Background: an optimization exercise with open tools, aiming at small area and a short achievable clock period. Do not read the settings as production practice.
Function was checked by simulation only, so behaviour that the tests miss may differ from the original.

==> run a <==
// ex2_1
module ex2_1 (
	      input 		  clk, rst, validi,
	      input [31:0] 	  data_in,
	      output logic 	  valido,
	      output logic [31:0] data_out
	      );
Settings: LEC_CHECK=0, ABC_CLOCK_PERIOD_IN_PS=3500, CAP_MARGIN=20, CORE_MARGIN=2, CORE_UTILIZATION=40, SETUP_SLACK_MARGIN=4.5, SLEW_MARGIN=20, SYNTH_HIERARCHICAL=1; clock period 8.0 ns.
run.sh (not shown) runs the stock make flow with config.mk's settings and CLKGATE_MAP_FILE= SYNTH_SCRIPT=/design/flow/synth_recipe.tcl, a recipe that flattens the netlist after the stock synthesis.
==> run b: changes against run a <==
ABC_CLOCK_PERIOD_IN_PS = unset   (was 3500)
SETUP_SLACK_MARGIN = 3.5   (was 4.5)
TNS_END_PERCENT = 0   (was unset)
==> run c: changes against run a <==
ABC_CLOCK_PERIOD_IN_PS = unset   (was 3500)
SETUP_SLACK_MARGIN = 3.8   (was 4.5)
==> run d: changes against run a <==
ABC_CLOCK_PERIOD_IN_PS = unset   (was 3500)
TNS_END_PERCENT = 0   (was unset)
==> qor summary <==
|  | run d | run c | run a | run b |
|---|---|---|---|---|
| Post-placement cell area | 17500 sq um | 17500 sq um | 18100 sq um | 17500 sq um |
| Critical path launch point type | flop | primary input | primary input | primary input |
| Wire length of the first global-routing pass | 78200 um | 77600 um | 81100 um | 76000 um |
| Register-to-register path setup slack | 3.88 ns | 3.91 ns | 3.92 ns | 3.59 ns |
| Combined buffer and inverter count along the critical path | 2 | 4 | 3 | 3 |
| Run status | complete, no violations | complete, no violations | complete, no violations | complete, no violations |
| Weighted congestion reported at the end of routability-driven placement | 0.904 | 0.904 | 0.897 | 0.895 |
| Signal buffers | 139 | 139 | 223 | 152 |
| Grt met3 use | 5.12% | 5.85% | 5.44% | 6.18% |
| Destination of the worst register-to-register timing path | data_out[30] | data_out[30] | data_out[24] | data_out[30] |
| Minimum clock period | 4.12 ns | 4.13 ns | 4.10 ns | 4.44 ns |
| Register area | 3760 sq um | 3760 sq um | 3770 sq um | 3760 sq um |
| Clock tree cell share of total cell area | 2.93% | 2.93% | 2.93% | 3.10% |
| Fmax | 243 MHz | 242 MHz | 244 MHz | 225 MHz |
| Depth of the worst register-to-register path | 17 | 15 | 16 | 15 |
| Wire length reported by the detailed router | 51100 um | 50600 um | 54000 um | 50800 um |
| Average wire per cell in the routed design | 24.3 um | 24.1 um | 24.7 um | 24.0 um |
| Net total in the final layout | 1903 | 1903 | 1987 | 1916 |
| GR met1 Demand/Resource | 33.2% | 32.8% | 35.4% | 32.1% |
| Largest net degree at the start of global routing | 41 | 41 | 64 | 57 |
| Number of global-route vias before repair | 12700 | 12600 | 13100 | 12500 |

========
==> inputs of 03-03 <==
Another version of the RTL of ex2_1 (not shown whole).
==> flow/config.mk <==
export PLATFORM = sky130hd
export DESIGN_NAME = ex2_1
export DESIGN_NICKNAME = ex2_1
export VERILOG_FILES = /design/flow/design.v
export SDC_FILE = /design/flow/constraint.sdc
export NUM_CORES = 4
export LEC_CHECK = 0
export CAP_MARGIN = 20
export CORE_MARGIN = 2
export CORE_UTILIZATION = 40
export SETUP_SLACK_MARGIN = 4.0
export SLEW_MARGIN = 20
export SYNTH_HIERARCHICAL = 1
export TNS_END_PERCENT = 0
==> flow/constraint.sdc <==
create_clock -name core_clock -period 8.0 [get_ports {clk}]
set_input_delay 1.6000 -clock core_clock [delete_from_list [all_inputs] [get_ports {clk}]]
set_output_delay 1.6000 -clock core_clock [all_outputs]
set_load 0.01 [all_outputs]
==> inputs of 11-15, as changes to 03-03 <==
Settings changed: CORE_UTILIZATION 40 to 70, SETUP_SLACK_MARGIN 4.0 to 4.4.
==> inputs of 10-14, as changes to 03-03 <==
Settings changed: CORE_UTILIZATION 40 to 55, SETUP_SLACK_MARGIN 4.0 to 4.4.
==> qor summary <==
metric	03-03	10-14	11-15
Run status	timing/DRC/antenna clean	timing/DRC/antenna clean	timing/DRC/antenna clean
Launching instance or port of the critical path	data_in[0]	data_in[10]	data_in[28]
Placeable core area	37700 um^2	27100 um^2	21600 um^2
Most Crowded Layer GR	met2	met1	met2
Pre-CTS WS	2.40 ns	2.48 ns	2.51 ns
Die ar.	39700 um^2	29100 um^2	23000 um^2
Fraction of area in clock buffers and inverters	0.0333	0.0321	0.0344
Initial core utilization	0.405	0.563	0.706
Number of gates given a new drive strength after cts	251	291	243
Seq. cell area	2960 um^2	2960 um^2	2960 um^2
Global routing usage on met3	0.0699	0.0985	0.194
Longest individual stage delay on the worst path	0.38 ns	0.49 ns	0.56 ns
Final RePlAce weighted congestion	0.883	0.922	0.963
Metal2 WL	23200 um	21800 um	22800 um
Max transition margin	0.274	0.405	0.476
Critical-path top delay cell	sky130_fd_sc_hd__fa_2	sky130_fd_sc_hd__fa_1	sky130_fd_sc_hd__fa_2
Final wirelength	51400 um	52100 um	53000 um
Ratio of final minimum period to clock period	0.506	0.510	0.516
Avg Vias per Cell	5.86	6.38	7.12
Fraction of layout cells with a size suffix above 1	0.160	0.154	0.152

-- re-timing with driven ports --
The flow's constraints put no driver on any port. The routed layouts listed below were extracted and timed again, unchanged, in two steps.
Step 1 assumes that a clkbuf_16 drives the clock port and a buf_2 every other input.
Step 2 moves the port delays by t, midway between the first and last clock arrival at a register: inputs arrive t later, outputs are due t later. That takes back most of the time a late clock gives input paths.
Three values: ideal, step 1, step 2; two values: the first two.
run	t, ns	slack for setup (ns)	worst data-port slew with drivers (ns)
run a	0.518	3.898 / 3.915 / 3.398	0.06
run b	0.504	3.563 / 3.586 / 3.087	0.04
run c	0.518	3.866 / 3.900 / 3.382	0.05
run d	0.513	3.879 / 3.879 / 3.395	0.04
03-03	0.492	3.954 / 3.982 / 3.490	0.11
11-15	0.499	3.873 / 3.877 / 3.377	0.08
10-14	0.484	3.921 / 3.938 / 3.454	0.07
After both steps every run listed still meets setup and hold. The setup slack of run a, which loses most, moves by +0.017 ns with the drivers and by -0.500 ns with both steps.
